Background: an optimization exercise with open tools, aiming at small area. Do not read the settings as production practice.
Function was checked by simulation only, so behaviour that the tests miss may differ from the original.

north:
==> flow/design.v <==
module Lab3CA_toplevel(Dc, write, rs1, rs2, rd, clk, reset, Da, Db);
input [31:0] Dc;
input write, clk, reset;
input [4:0] rs1, rs2, rd;
output wire [31:0] Da, Db;
wire [31:0] ld, hd, sa, sb;
wire [31:0] ld_n, hd_n, sa_n, sb_n;
wire [31:0] Dz, Dz_n;
wire [1023:0] q;
WrDecode wdec(.rd(rd), .write(write), .reset(reset), .ld_n(ld_n), .hd_n(hd_n));
DataGate dgate(.Dc(Dc), .reset(reset), .Dz_n(Dz_n));
RdDecode adec(.rs(rs1), .sel_n(sa_n));
RdDecode bdec(.rs(rs2), .sel_n(sb_n));
genvar i, j;
generate
for (i = 0; i < 32; i = i + 1) begin : drv
	Inv il(.a(ld_n[i]), .y(ld[i]));
	Inv ih(.a(hd_n[i]), .y(hd[i]));
	Inv id(.a(Dz_n[i]), .y(Dz[i]));
	Inv ia(.a(sa_n[i]), .y(sa[i]));
	Inv ib(.a(sb_n[i]), .y(sb[i]));
end
for (i = 0; i < 32; i = i + 1) begin : g
	reg [31:0] r;
	wire [31:0] nx;
	for (j = 0; j < 32; j = j + 1) begin : b
		AndOr22 u(.a1(ld[i]), .a2(Dz[j]), .b1(hd[i]), .b2(r[j]), .y(nx[j]));
	end
	always @(posedge clk)
		r <= nx;
	assign q[32*i +: 32] = r;
end
for (j = 0; j < 32; j = j + 1) begin : m
	wire [31:0] ca, cb;
	for (i = 0; i < 32; i = i + 1) begin : c
		assign ca[i] = q[32*i + j];
	end
	ReadBit ra(.sel(sa), .d(ca), .y(Da[j]));
	ReadBit rb(.sel(sb), .d(ca), .y(Db[j]));
end
endgenerate
endmodule
module WrDecode(rd, write, reset, ld_n, hd_n);
input [4:0] rd;
input write, reset;
output [31:0] ld_n, hd_n;
genvar i;
generate
for (i = 0; i < 32; i = i + 1) begin : g
	assign ld_n[i] = ~(write & (rd == i));
	assign hd_n[i] = ~ld_n[i] | reset;
end
endgenerate
endmodule
module DataGate(Dc, reset, Dz_n);
input [31:0] Dc;
input reset;
output [31:0] Dz_n;
assign Dz_n = ~(Dc & {32{~reset}});
endmodule
module RdDecode(rs, sel_n);
input [4:0] rs;
output [31:0] sel_n;
genvar i;
generate
for (i = 0; i < 32; i = i + 1) begin : g
	assign sel_n[i] = ~(rs == i);
end
endgenerate
endmodule
module Inv(a, y);
input a;
output y;
assign y = ~a;
endmodule
module AndOr22(a1, a2, b1, b2, y);
input a1, a2, b1, b2;
output y;
assign y = (a1 & a2) | (b1 & b2);
endmodule
module Aoi222(a1, a2, b1, b2, c1, c2, y);
input a1, a2, b1, b2, c1, c2;
output y;
assign y = ~((a1 & a2) | (b1 & b2) | (c1 & c2));
endmodule
module Nand4(a1, a2, a3, a4, y);
input a1, a2, a3, a4;
output y;
assign y = ~(a1 & a2 & a3 & a4);
endmodule
module Nand2(a1, a2, y);
input a1, a2;
output y;
assign y = ~(a1 & a2);
endmodule
module Or4(a1, a2, a3, a4, y);
input a1, a2, a3, a4;
output y;
assign y = a1 | a2 | a3 | a4;
endmodule
module ReadBit(sel, d, y);
input [31:0] sel, d;
output y;
wire [9:0] n;
wire [2:0] p;
wire t;
genvar k;
generate
for (k = 0; k < 10; k = k + 1) begin : t3
	Aoi222 u(.a1(sel[3*k]), .a2(d[3*k]), .b1(sel[3*k+1]), .b2(d[3*k+1]),
	         .c1(sel[3*k+2]), .c2(d[3*k+2]), .y(n[k]));
end
endgenerate
AndOr22 u10(.a1(sel[30]), .a2(d[30]), .b1(sel[31]), .b2(d[31]), .y(t));
Nand4 r0(.a1(n[0]), .a2(n[1]), .a3(n[2]), .a4(n[3]), .y(p[0]));
Nand4 r1(.a1(n[4]), .a2(n[5]), .a3(n[6]), .a4(n[7]), .y(p[1]));
Nand2 r2(.a1(n[8]), .a2(n[9]), .y(p[2]));
Or4 r3(.a1(p[0]), .a2(p[1]), .a3(p[2]), .a4(t), .y(y));
endmodule
==> flow/config.mk <==
export PLATFORM = sky130hd
export DESIGN_NAME = Lab3CA_toplevel
export DESIGN_NICKNAME = Lab3CA_toplevel
export VERILOG_FILES = /design/flow/design.v
export SDC_FILE = /design/flow/constraint.sdc
export NUM_CORES = 4
export LEC_CHECK = 0
export CAP_MARGIN = 20
export CORE_MARGIN = 2
export CORE_UTILIZATION = 45
export CTS_BUF_LIST = sky130_fd_sc_hd__clkbuf_16
export CTS_CLUSTER_DIAMETER = 100
export CTS_CLUSTER_SIZE = 24
export SETUP_SLACK_MARGIN = 0.1
export SLEW_MARGIN = 20
export SYNTH_HIERARCHICAL = 1
==> flow/constraint.sdc <==
create_clock -name core_clock -period 6.0 [get_ports {clk}]
set_input_delay 1.2000 -clock core_clock [delete_from_list [all_inputs] [get_ports {clk}]]
set_output_delay 1.2000 -clock core_clock [all_outputs]
set_load 0.01 [all_outputs]
standard.sh (not shown) runs the stock make flow with config.mk's settings and CLKGATE_MAP_FILE= SYNTH_SCRIPT=/design/flow/synth_recipe.tcl, a recipe that flattens the netlist after the stock synthesis.
==> flow/flow/run.sh <==
#!/bin/bash
# Standard ORFS layout (the standard.sh, standard synthesis unchanged),
# with the port buffers made from the smallest buffer cell.
set -uo pipefail
export BUFFER_PORTS_ARGS="-buffer_cell sky130_fd_sc_hd__buf_1"
bash standard.sh finish > standard_flow.log 2>&1
Modified inputs, middle compared to north
==> flow/design.v <==
module Lab3CA_toplevel(Dc, write, rs1, rs2, rd, clk, reset, Da, Db);
input [31:0] Dc;
input write, clk, reset;
input [4:0] rs1, rs2, rd;
output wire [31:0] Da, Db;
wire [31:0] ld [0:1], hd [0:1], sa [0:1], sb [0:1], Dz [0:1];
wire [31:0] ld_n, hd_n, sa_n, sb_n;
wire [31:0] Dz_n;
wire [1023:0] q;
wire reset_n;
Inv irst(.a(reset), .y(reset_n));
WrDecode wdec(.rd(rd), .write(write), .ld_n(ld_n));
DataGate dgate(.Dc(Dc), .reset_n(reset_n), .Dz_n(Dz_n));
RdDecode adec(.rs(rs1), .sel_n(sa_n));
RdDecode bdec(.rs(rs2), .sel_n(sb_n));
genvar i, j;
generate
for (i = 0; i < 32; i = i + 1) begin : drv
	Nand2 nh(.a1(ld_n[i]), .a2(reset_n), .y(hd_n[i]));
	for (j = 0; j < 2; j = j + 1) begin : h
		Inv il(.a(ld_n[i]), .y(ld[j][i]));
		Inv ih(.a(hd_n[i]), .y(hd[j][i]));
		Inv id(.a(Dz_n[i]), .y(Dz[j][i]));
		Inv ia(.a(sa_n[i]), .y(sa[j][i]));
		Inv ib(.a(sb_n[i]), .y(sb[j][i]));
	end
end
for (i = 0; i < 32; i = i + 1) begin : g
	reg [31:0] r;
	wire [31:0] nx;
	for (j = 0; j < 32; j = j + 1) begin : b
		AndOr22 u(.a1(ld[j/16][i]), .a2(Dz[i/16][j]), .b1(hd[j/16][i]), .b2(r[j]), .y(nx[j]));
	end
	always @(posedge clk)
		r <= nx;
	assign q[32*i +: 32] = r;
end
for (j = 0; j < 32; j = j + 1) begin : m
	wire [31:0] ca, cb;
	for (i = 0; i < 32; i = i + 1) begin : c
		assign ca[i] = q[32*i + j];
	end
	ReadBit ra(.sel(sa[j/16]), .d(ca), .y(Da[j]));
	ReadBit rb(.sel(sb[j/16]), .d(ca), .y(Db[j]));
end
endgenerate
endmodule
module WrDecode(rd, write, ld_n);
input [4:0] rd;
input write;
output [31:0] ld_n;
genvar i;
generate
for (i = 0; i < 32; i = i + 1) begin : g
	assign ld_n[i] = ~(write & (rd == i));
end
endgenerate
endmodule
module DataGate(Dc, reset_n, Dz_n);
input [31:0] Dc;
input reset_n;
output [31:0] Dz_n;
assign Dz_n = ~(Dc & {32{reset_n}});
endmodule
module RdDecode(rs, sel_n);
input [4:0] rs;
output [31:0] sel_n;
genvar i;
generate
for (i = 0; i < 32; i = i + 1) begin : g
	assign sel_n[i] = ~(rs == i);
end
endgenerate
endmodule
module Inv(a, y);
input a;
output y;
assign y = ~a;
endmodule
module AndOr22(a1, a2, b1, b2, y);
input a1, a2, b1, b2;
output y;
assign y = (a1 & a2) | (b1 & b2);
endmodule
module Aoi222(a1, a2, b1, b2, c1, c2, y);
input a1, a2, b1, b2, c1, c2;
output y;
assign y = ~((a1 & a2) | (b1 & b2) | (c1 & c2));
endmodule
module Nand4(a1, a2, a3, a4, y);
input a1, a2, a3, a4;
output y;
assign y = ~(a1 & a2 & a3 & a4);
endmodule
module Nand2(a1, a2, y);
input a1, a2;
output y;
assign y = ~(a1 & a2);
endmodule
module RedTail(p0, p1, n8, n9, s30, d30, s31, d31, y);
input p0, p1, n8, n9, s30, d30, s31, d31;
output y;
assign y = p0 | p1 | ~(n8 & n9) | (s30 & d30) | (s31 & d31);
endmodule
module ReadBit(sel, d, y);
input [31:0] sel, d;
output y;
wire [9:0] n;
wire [1:0] p;
genvar k;
generate
for (k = 0; k < 10; k = k + 1) begin : t3
	Aoi222 u(.a1(sel[3*k]), .a2(d[3*k]), .b1(sel[3*k+1]), .b2(d[3*k+1]),
	         .c1(sel[3*k+2]), .c2(d[3*k+2]), .y(n[k]));
end
endgenerate
Nand4 r0(.a1(n[0]), .a2(n[1]), .a3(n[2]), .a4(n[3]), .y(p[0]));
Nand4 r1(.a1(n[4]), .a2(n[5]), .a3(n[6]), .a4(n[7]), .y(p[1]));
RedTail r2(.p0(p[0]), .p1(p[1]), .n8(n[8]), .n9(n[9]), .s30(sel[30]), .d30(d[30]),
           .s31(sel[31]), .d31(d[31]), .y(y));
endmodule
[summary]
Of north and middle, the run reporting the higher global-route usage over all layers was north. Sequential area share after synthesis | middle below north. [compare] base=north new=middle: largest vdd supply drop went down; routed wire length per instance saw a decrease; floorplan die width has remained practically unchanged.

[static timing again, ports no longer ideal]
Ports are ideal in the flow. The routed layouts listed here were re-timed in OpenROAD. Step 1 (the two cells are an assumption about what drives the block):
set clk [get_ports {clk}]
set_driving_cell -lib_cell sky130_fd_sc_hd__clkbuf_16 $clk
set_driving_cell -lib_cell sky130_fd_sc_hd__buf_2 [delete_from_list [all_inputs] $clk]
Step 2 times the ports against the registers' clock, not the clock port: input delays grow and output delays shrink by t, the midpoint of the rising clock arrivals with the driver on. a / b / c = ideal ports / drivers / drivers and shift; a / b = the first two.
| run | t (ns) | setup slack, ns | worst setup path after step 2 |
|---|---|---|---|
| north | 0.714 | 0.119 / 0.064 / 0.064 | input to output |
| middle | 0.692 | 0.631 / 0.581 / 0.581 | input to output |
After both steps every run listed still meets setup and hold. For north, which loses most, drivers alone change the setup slack by -0.055 ns; drivers and shift together by -0.055 ns.
